Background: an optimization exercise with open tools, aiming at small area and a short achievable clock period. Do not read the settings as production practice.
The RTL was checked by simulation tests, not by an equivalence proof against the original design.
The clock cells of this run come from the design's own scripts or RTL, not from TritonCTS.
The clock port is modelled as an ideal driver, which makes a skipped or thinned clock tree look cheaper than it is; a real chip needs a root buffer or a tree.
Power and IR drop assume default switching activity.

==> flow/design.v <==
module vg_fa(input a, input b, input c, output s, output co);
  assign s  = a ^ b ^ c;
  assign co = (a & b) | (c & (a ^ b));
endmodule
module vg_ha(input a, input b, output s, output co);
  assign s  = a ^ b;
  assign co = a & b;
endmodule
module vg_mul17(input [9:0] z, output [7:0] p);
  logic [13:5] c;
  assign c[5] = z[4] & z[0];
  assign c[6] = (z[5] & z[1]) | (c[5] & (z[5] | z[1]));
  genvar i;
  for (i = 6; i <= 9; i++) begin : f
    vg_fa fa (.a(z[i]), .b(z[i-4]), .c(c[i]), .s(p[i-6]), .co(c[i+1]));
  end
  for (i = 10; i <= 12; i++) begin : h
    vg_ha ha (.a(z[i-4]), .b(c[i]), .s(p[i-6]), .co(c[i+1]));
  end
  assign p[7] = ~(z[9] ^ c[13]);
endmodule
module vg_pix(
  input  [10:0] a,
  input  [7:0]  y,
  output [10:0] zl,
  output [10:0] zm,
  output [7:0]  dl,
  output [7:0]  dm,
  output [7:0]  dr
);
  genvar i;
  logic [10:2] k;
  assign zl[0] = a[0];
  vg_ha zlh (.a(y[0]), .b(a[1]), .s(zl[1]), .co(k[2]));
  for (i = 2; i <= 8; i++) begin : zlf
    vg_fa fa (.a(y[i-1]), .b(a[i]), .c(k[i]), .s(zl[i]), .co(k[i+1]));
  end
  logic k10;
  vg_ha zlh9 (.a(a[9]), .b(k[9]), .s(zl[9]), .co(k10));
  assign zl[10] = a[10] ^ k10;
  logic [10:0] na;
  assign na = ~a;
  logic [10:1] j;
  assign zm[0] = a[0];
  assign j[1]  = na[0];
  for (i = 1; i <= 8; i++) begin : zmf
    vg_fa fa (.a(y[i-1]), .b(na[i]), .c(j[i]), .s(zm[i]), .co(j[i+1]));
  end
  logic j10;
  vg_ha zmh9 (.a(na[9]), .b(j[9]), .s(zm[9]), .co(j10));
  assign zm[10] = na[10] ^ j10;
  logic [7:0] l, m;    
  vg_mul17 ml17 (.z(zl[9:0]), .p(l));
  vg_mul17 mm17 (.z(zm[9:0]), .p(m));
  logic [6:2] ln, mn;
  assign ln = ~{l[6:4] | {3{zl[10]}}, l[3:2] & ~{2{zl[10]}}};
  assign mn = ~{m[6:4] | {3{zm[10]}}, m[3:2] & ~{2{zm[10]}}};
  assign dl = {l[7], ln, l[1:0]};
  assign dm = {m[7], mn, m[1:0]};
  logic [2:1] q;
  logic [8:3] qn;
  logic [1:0] s;
  logic [7:2] rp;
  vg_ha sh (.a(dl[0]), .b(dm[0]), .s(s[0]), .co(q[1]));
  vg_fa sf1 (.a(dl[1]), .b(dm[1]), .c(q[1]), .s(s[1]), .co(q[2]));
  logic q2n;
  assign q2n = ~q[2];
  vg_fa sf2 (.a(dl[2]), .b(dm[2]), .c(q2n), .s(rp[2]), .co(qn[3]));
  for (i = 3; i <= 7; i++) begin : sf
    vg_fa fa (.a(dl[i]), .b(dm[i]), .c(qn[i]), .s(rp[i]), .co(qn[i+1]));
  end
  assign dr = {rp, s[1:0]};
endmodule
module vg_inc(
  input  [10:0] ac,
  input  [9:0]  yc,
  input         u_wrap,
  output [10:2] ai,
  output [9:0]  yi
);
  genvar i;
  logic [10:2] c;
  assign c[2]  = ac[1] | ac[0];
  for (i = 2; i <= 9; i++) begin : ah
    vg_ha ha (.a(ac[i]), .b(c[i]), .s(ai[i]), .co(c[i+1]));
  end
  assign ai[10] = ac[10] ^ c[10];
  logic [10:1] d;
  vg_ha yh0 (.a(yc[0]), .b(u_wrap), .s(yi[0]), .co(d[1]));
  for (i = 1; i <= 8; i++) begin : yh
    vg_ha ha (.a(yc[i]), .b(d[i]), .s(yi[i]), .co(d[i+1]));
  end
  assign yi[9] = yc[9] ^ d[9];
endmodule
module vg_ctl(
  input  [10:0] ac,
  input  [9:0]  yc,
  input         hf,       
  input         hsync,    
  input  [10:0] zl,
  input  [10:0] zm,
  output        u_wrap,   
  output        w2,       
  output        hf_n,     
  output        intri,
  output        hs_n,
  output        vs_n,
  output        de_n
);
  logic e319, e479, e360, e440, y_wrap, de_v, y_ok;
  assign e319   = !ac[10] & ac[9] & ac[8] & ac[7] & ac[5] & ac[3] & ac[2] & !ac[1];  
  assign e479   = !ac[9] & ac[8] & ac[7] & ac[3] & ac[2] & !ac[1];                  
  assign e360   = !ac[8] & ac[5] & ac[4] & ac[3];                                   
  assign e440   = ac[8] & ac[5] & ac[3];                                            
  assign u_wrap = !hf & e479;
  assign hf_n   = hf ? !e319 : e479;
  assign hs_n   = hsync ? !e440 : (!hf & e360);
  assign y_wrap = yc[9] & yc[7] & yc[6] & yc[5] & yc[4] & yc[3];                    
  assign w2     = u_wrap & y_wrap;
  assign de_v   = !yc[9] | (!yc[7] & !(yc[6] & yc[5] & (yc[4] | yc[3])));          
  assign vs_n   = yc[9] & ((yc[7] & !(yc[6] & yc[5]))
                           | (yc[6] & yc[5] & yc[4] & yc[3] & yc[2]));              
  assign y_ok   = (!yc[9] & !yc[7])
                | (yc[8] & !(yc[6] & yc[5] & yc[4] & (yc[3] | yc[2] | yc[1] | yc[0])));  
  assign de_n   = hf & de_v;
  assign intri  = y_ok & (!zl[10] | (&zl)) & (!zm[10] | (&zm));
endmodule
module videogen(
  input clk,
  input resetn,
  output logic [23:0] data,
  output logic hsync,
  output logic vsync,
  output logic data_en
);
  logic [10:0] ac;
  logic [10:2] ai;
  logic [9:0]  yc, yi;
  logic        hf;
  logic [10:0] zl, zm;
  logic [7:0]  dl, dm, dr;
  logic        u_wrap, w2, hf_n, intri, hs_n, vs_n, de_n;
  vg_pix pix (.a(ac), .y(yc[7:0]), .zl(zl), .zm(zm), .dl(dl), .dm(dm), .dr(dr));
  vg_inc inc (.ac(ac), .yc(yc), .u_wrap(u_wrap), .ai(ai), .yi(yi));
  vg_ctl ctl (.ac(ac), .yc(yc), .hf(hf), .hsync(hsync), .zl(zl), .zm(zm),
              .u_wrap(u_wrap), .w2(w2), .hf_n(hf_n), .intri(intri),
              .hs_n(hs_n), .vs_n(vs_n), .de_n(de_n));
  logic en;
  assign en = resetn & intri;
  localparam logic [23:0] POL = {8'b0000_0011, 8'b1111_1100, 8'b1111_1100};
  always_ff @(posedge clk) begin
    if (!resetn) begin
      ac <= 11'd1091;   
      yc <= 10'd136;    
      hf <= 1'b1;
    end else begin
      ac <= u_wrap ? 11'd1088 : {ai, ~(ac[1] ^ ac[0]), ~ac[0]};   
      yc <= w2 ? 10'd136 : yi;
      hf <= hf_n;
    end
  end
  always_ff @(posedge clk) begin
    data    <= {24{en}} & ({dr, dm, dl} ^ POL);
    hsync   <= resetn & hs_n;
    vsync   <= resetn & vs_n;
    data_en <= !resetn | de_n;
  end
endmodule
==> flow/flow/run.sh <==
#!/bin/bash
# The standard layout with four changes in how it is made:
#  - after the standard synthesis, combinational cells are swapped for the
#    smallest drive strength of the same function (flow/downsize.tcl);
#  - plain buf_1 cells as the port buffers instead of the delay buffers ORFS
#    picks by default;
#  - clock tree synthesis without dummy loads;
#  - the clock tree's root buffer is removed, so the clock port feeds the
#    leaf buffers directly (flow/post_cts.tcl).
# Each tool's output goes to a log of its own here; ORFS's step logs stay
# under orfs/logs.
set -euo pipefail
bash standard.sh synth > flow_synth.log 2>&1
RESULTS=$PWD/orfs/results/$FLOW_PLATFORM/videogen/base \
  openroad -no_init -exit flow/downsize.tcl > flow_downsize.log 2>&1
bash standard.sh \
  "BUFFER_PORTS_ARGS=-buffer_cell sky130_fd_sc_hd__buf_1" \
  "CTS_ARGS=-sink_clustering_enable -repair_clock_nets -dont_use_dummy_load" \
  "POST_CTS_TCL=$PWD/flow/post_cts.tcl" \
  finish > flow_make.log 2>&1
==> flow/flow/downsize.tcl <==
# Swap each combinational cell of the synthesized netlist for the smallest
# cell of the same function (same name but for the drive strength suffix;
# the platform's don't-use cells all have other names).
# Registers and the adder cells are left as synthesis made them. Timing has a
# large margin at the design's clock; the later repair steps of the standard
# flow upsize or buffer wherever slew or capacitance calls for it.
set odb $::env(RESULTS)/1_synth.odb
read_db $odb
set db [ord::get_db]
set block [ord::get_db_block]
set masters {}
foreach lib [$db getLibs] {
  foreach m [$lib getMasters] { dict set masters [$m getName] $m }
}
proc area {m} { expr {double([$m getWidth]) * [$m getHeight]} }
set swapped 0
foreach inst [$block getInsts] {
  set m [$inst getMaster]
  set name [$m getName]
  if {![regexp {^(sky130_fd_sc_hd__[a-z0-9]+)_([0-9]+)$} $name -> base drive]} continue
  if {[string match "*df*" $base] || [string match "*__fa" $base] || [string match "*__ha" $base]
      || [string match "*clk*" $base] || [string match "*conb*" $base]} continue
  set best $m
  foreach d {0 1 2 4} {
    set cand "${base}_$d"
    if {![dict exists $masters $cand]} continue
    set cm [dict get $masters $cand]
    if {[area $cm] < [area $best]} { set best $cm }
  }
  if {$best ne $m} {
    puts "swap [$inst getName] $name -> [$best getName]"
    $inst swapMaster $best
    incr swapped
  }
}
puts "swapped $swapped cells"
write_db $odb
==> flow/flow/post_cts.tcl <==
# After clock tree synthesis: replace the clock tree by 3 buffers of
# type sky130_fd_sc_hd__clkbuf_8, each fed from the clock port and driving one cluster of the
# registers (k-means on their placed positions). Each register stays one
# buffer from the clock port.
set nleaf 3
set bufname sky130_fd_sc_hd__clkbuf_8
set block [ord::get_db_block]
set db [ord::get_db]
set clk_net [[$block findBTerm clk] getNet]
proc out_net {inst} {
  foreach it [$inst getITerms] {
    if {[$it isOutputSignal]} { return [$it getNet] }
  }
  return ""
}
# collect the clock buffers (everything reached from the port through
# clkbuf cells) and the register clock pins
set sinks {}
set bufs {}
set front [list $clk_net]
while {[llength $front]} {
  set net [lindex $front 0]
  set front [lrange $front 1 end]
  foreach it [$net getITerms] {
    if {![$it isInputSignal]} continue
    set inst [$it getInst]
    set m [[$inst getMaster] getName]
    if {[string match "sky130_fd_sc_hd__clkbuf_*" $m]} {
      lappend bufs $inst
      lappend front [out_net $inst]
    } else {
      lappend sinks $it
    }
  }
}
puts "post_cts: [llength $bufs] clock buffers, [llength $sinks] sinks"
foreach b $bufs {
  set on [out_net $b]
  foreach it [$on getITerms] { $it disconnect }
  foreach it [$b getITerms] { $it disconnect }
  odb::dbNet_destroy $on
  odb::dbInst_destroy $b
}
# k-means on sink positions
set pts {}
foreach it $sinks {
  set box [[$it getInst] getBBox]
  lappend pts [list [expr {([$box xMin] + [$box xMax]) / 2.0}] [expr {([$box yMin] + [$box yMax]) / 2.0}]]
}
set order [lsort -real -index 0 -indices $pts]
set n [llength $pts]
set cent {}
for {set k 0} {$k < $nleaf} {incr k} {
  lappend cent [lindex $pts [lindex $order [expr {int(($k + 0.5) * $n / $nleaf)}]]]
}
for {set iter 0} {$iter < 50} {incr iter} {
  set assign {}
  foreach p $pts {
    set best 0; set bd 1e30
    for {set k 0} {$k < $nleaf} {incr k} {
      set c [lindex $cent $k]
      set d [expr {abs([lindex $p 0] - [lindex $c 0]) + abs([lindex $p 1] - [lindex $c 1])}]
      if {$d < $bd} { set bd $d; set best $k }
    }
    lappend assign $best
  }
  set newc {}
  for {set k 0} {$k < $nleaf} {incr k} {
    set sx 0; set sy 0; set cnt 0
    foreach p $pts a $assign {
      if {$a == $k} { set sx [expr {$sx + [lindex $p 0]}]; set sy [expr {$sy + [lindex $p 1]}]; incr cnt }
    }
    if {$cnt} { lappend newc [list [expr {$sx / $cnt}] [expr {$sy / $cnt}]] } else { lappend newc [lindex $cent $k] }
  }
  set cent $newc
}
set master [$db findMaster $bufname]
for {set k 0} {$k < $nleaf} {incr k} {
  set inst [odb::dbInst_create $block $master "clkleaf_$k"]
  set net [odb::dbNet_create $block "clknet_leaf_$k"]
  $net setSigType CLOCK
  [$inst findITerm A] connect $clk_net
  [$inst findITerm X] connect $net
  set cnt 0
  foreach it $sinks a $assign {
    if {$a == $k} { $it connect $net; incr cnt }
  }
  set c [lindex $cent $k]
  $inst setLocation [expr {int([lindex $c 0])}] [expr {int([lindex $c 1])}]
  $inst setPlacementStatus PLACED
  puts "post_cts: clkleaf_$k ($bufname) drives $cnt registers"
}
detailed_placement
check_placement -verbose
estimate_parasitics -placement
report_clock_skew
==> flow/standard.sh <==
#!/bin/bash
# synth_recipe.tcl (not shown) runs the flow's synth.tcl, then flattens the netlist and writes it again
# the make line also repeats each setting of config.mk as NAME=value (left out here)
make -C /OpenROAD-flow-scripts/flow DESIGN_CONFIG=/design/flow/config.mk WORK_HOME=/design/flow/orfs CLKGATE_MAP_FILE= SYNTH_SCRIPT=/design/flow/synth_recipe.tcl "${@:-finish}"
==> flow/config.mk <==
export PLATFORM = sky130hd
export DESIGN_NAME = videogen
export DESIGN_NICKNAME = videogen
export VERILOG_FILES = /design/flow/design.v
export SDC_FILE = /design/flow/constraint.sdc
export NUM_CORES = 4
export LEC_CHECK = 0
export CAP_MARGIN = 20
export CORE_MARGIN = 2
export CORE_UTILIZATION = 40
export SLEW_MARGIN = 20
export SYNTH_HIERARCHICAL = 1
export SYNTH_MINIMUM_KEEP_SIZE = 0
==> flow/constraint.sdc <==
create_clock -name core_clock -period 40.0 [get_ports {clk}]
set_input_delay 8.0000 -clock core_clock [delete_from_list [all_inputs] [get_ports {clk}]]
set_output_delay 8.0000 -clock core_clock [all_outputs]
set_load 0.01 [all_outputs]
==> results.toml <==
[grt]
grt_start_max_net_pins = 22
antenna_found_initial = 0
grt_pass1_vias = 1693
grt_overflow = 0
track_usage_pct = 14.4
grt_pass1_wl_um = 8140

[pwr]
peakVddDrop_uv = 30.1
p_per_area_nw_per_um2 = 28.2
power.leakage_nw = 1.25

[synth]
synth_warnings = 7
ys_seq_area_share_pct = 37.6
synth_ff_type = "dfxtp_1"
ys_seq_elements = 49
synth_cells = 230
synthArstFlopShare_pct = 0
syn-cell-area_um2 = 2600
syn_avg_cell_area_um2 = 11.3
yosys_area_um2 = 2610
ys_top_cells_by_area = "dfxtp_1 38%, fa_1 23%, ha_1 13%"
synth_top_area_share_pct = 37.6
synth_cell_type_count = 35
synth_edf_count = 0
syn-num-nets = 289
yosys.area.top_type = "dfxtp_1"

[sta]
timing.fmax_ghz = 0.109
worst_slack_ns = 30.83
tightest_slew_ns = 0.735
min_period_ns = 9.17
finalCritPeriodShare_pct = 22.9
setup_viol = 0
relSlewSlack_pct = 51.0
holdWs_ns = 0.594
finalMaxSlewViolations = 0
final.setup.tns_ns = 0
hold_viol = 0
fin_skew_ns = 0.0296
rsz0062_at_grt = "false"

[clock_tree]
cts.sinks = 49
clk-insertion-delay-late_ns = 0.17
clk_pin_slew_ns = 0.09

[critical_path]
cp-end-kind = "register"
rrSetupSlack_ns = 32.79
required_ns = 40.07
worstRegToRegCells = 18
critPathKind = "in -> reg"
cp.arrival_ns = 9.24
crit_cells = 3
critPathLaunchType = "input port"
cpPeakStageDelay_ns = 0.54
crit_family = "simple AND/OR/NAND/NOR gates"
slowest_stage = "buf_1"
path_cells = "buf_1 > nand2_1 > nor2_1"
path_buf_inv = 1
crit_fanout = 19

[route]
drt-total-wl_um = 4690
avgViaCountPerCell = 4.96
dr.pass1.iters = 4
drc_errors = 0
wire_per_inst_um = 14.0
via_count = 1656
ant_nets = 0
drtIter0Drc = 83

[job]
drv_cap = 0

[placed_design]
dpl_cell_area_um2 = 2790
io_buffer_count = 28
dp_hpwl_um = 3790
gp_congestion = 0.774
dp_slack_ns = 30.70

[min_path]
hold_class = "reg -> reg"
min_path_cells = 2

[floorplan]
io_pins = 29
die_y_um = 84.6
placementRows = 29
coreArea_um2 = 6310
initial_core_util_pct = 41.1
die_w_um = 84.6
die-area_um2 = 7150

[finish]
final_layout_size_suffix_gt1_share_pct = 2.33
areaGrowthSynthToFinish_pct = 8.91
fin_nets = 318
finalCoreUtilization_pct = 44.8
finalInstanceArea_um2 = 2830
diodes = 0

[status]
status = "timing/DRC/antenna clean"
[sequential cells by signal, indices dropped and copies added, names as in the netlist]
register,count
ac,11
data,24
data_en,1
hf,1
hsync,1
vsync,1
yc,10
[synthesized netlist by cell type (2+ instances only)]
library cell  number
dfxtp_1           49
fa_1              30
ha_1              27
nor2_1            25
and2_1            17
inv_1             13
and3_1            10
nand2_1            9
nand2b_1           5
nand4_1            4
xor2_1             4
a22oi_1            3
buf_4              3
o21ai_0            3
xnor2_1            3
and2b_1            2
clkbuf_1           2
nand3_1            2
nor4_1             2
or3_1              2
[final timing paths]
| path | to | from |
|---|---|---|
| worst max-delay path | data[11]$_DFF_P_ | resetn |
| worst min-delay path | yc[8]$_SDFF_PP0_ | yc[8]$_SDFF_PP0_ |
| worst max register to register | data[23]$_DFF_P_ | ac[0]$_SDFF_PN1_ |
| worst min register to register | yc[8]$_SDFF_PP0_ | yc[8]$_SDFF_PP0_ |
[cell usage in the layout, fill, tap and decap left out]
master and count:
and4b_1 1, clkbuf_8 3, buf_1 28, xnor2_1 3
and4_1 1, and2_1 17, o21ai_0 3, and3_1 10
nor4_1 2, nand3_1 2, a22oi_1 3, or2_1 1
a222oi_1 1, buf_4 1, ha_1 27, nand2b_1 5
nand2_1 9, nand4_1 4, nand4b_1 1, nor3_1 1
inv_2 1, or3_1 2, o2bb2ai_1 1, a21oi_1 1
o21bai_1 1, dfxtp_1 49, a41oi_1 1, a31oi_1 1
nor2_1 25, xor2_1 4, fa_1 30, nor2b_1 1
and2b_1 2, or2b_1 1, or2_2 1, inv_1 13
[worst register-to-register path: stages, from the launching register on]
cell and delay (ns):
dfxtp_1 0.51, inv_1 0.09, fa_1 0.39, fa_1 0.39, fa_1 0.39, fa_1 0.38
fa_1 0.39, fa_1 0.39, fa_1 0.40, fa_1 0.53, fa_1 0.56, nand2_1 0.10
fa_1 0.43, fa_1 0.40, fa_1 0.39, fa_1 0.39, fa_1 0.39, fa_1 0.43
and3_1 0.15
[report_power, final]
group	switching (mW)	internal, mW
clock	0.0118	0.00695
sequential	0.00104	0.0493
combinational	0.00592	0.00484
total	0.0187	0.0611
[cell type report]
cell class / instances / area (um^2)
Fill cell: 622 / 3480
Sequential cell: 49 / 981
Tap cell: 77 / 96.3
Multi-Input combinational cell: 162 / 1550
Inverter: 14 / 52.6
Timing Repair Buffer: 29 / 113
Buffer: 3 / 41.3
[modules after synthesis, one instance, submodules excluded]
module	times used	area [um^2]	cells inside	flops+latches
vg_fa	30	20.0	1	0
vg_mul17	2	23.8	4	0
vg_pix	1	119	27	0
vg_inc	1	23.8	3	0
vg_ha	27	12.5	1	0
vg_ctl	1	186	30	0
videogen	1	1290	105	49
[metrics by stage]
step	total power, mW	instances
detailed placement	0.0623	331
global placement	0.0622	331
global route	0.0846	334
floorplan	0.0596	230
finish	0.0798	334
[metal layers]
metal	vias up	GRT usage, %	share of wire, %
li1	816	-	-
met1	805	19.1	48
met2	30	23.3	46
met3	5	3.24	3.7
met4	0	4.76	1.5
met5	-	0	0
[cell families (layout without fill, tap and decap cells)]
kind of cell	count (synthesis)	after routing	synth area share, %
simple gates	86	86	17.7
fa+ha+maj	57	57	36.0
flops	49	49	37.6
buf+inv	19	46	3.17
compound gates	12	12	3.21
xor+xnor	7	7	2.35

[what the ideal ports hide]
In the flow no input, the clock included, has a driving cell. The finished layout below was timed again as built, in two steps. Step 1: set_driving_cell puts a clkbuf_16 on clk and a buf_2 on each other input, an assumption about the parent block. Step 2 also shifts input and output timing later by t, the mid clock arrival at the registers, as if the neighbouring blocks saw the same clock. Three values: ideal ports, drivers, drivers and shift; two values: the first two.
t (ns): 0.210
slack for setup (ns): 30.832 / 30.856 / 30.646
hold slack, ns: 0.594 / 0.594 / 0.594
slew at the worst register clock pin (ns): 0.12 / 0.12
After both steps setup and hold are still met in this run. For this run, drivers alone change the setup slack by +0.024 ns; drivers and shift together by -0.186 ns.
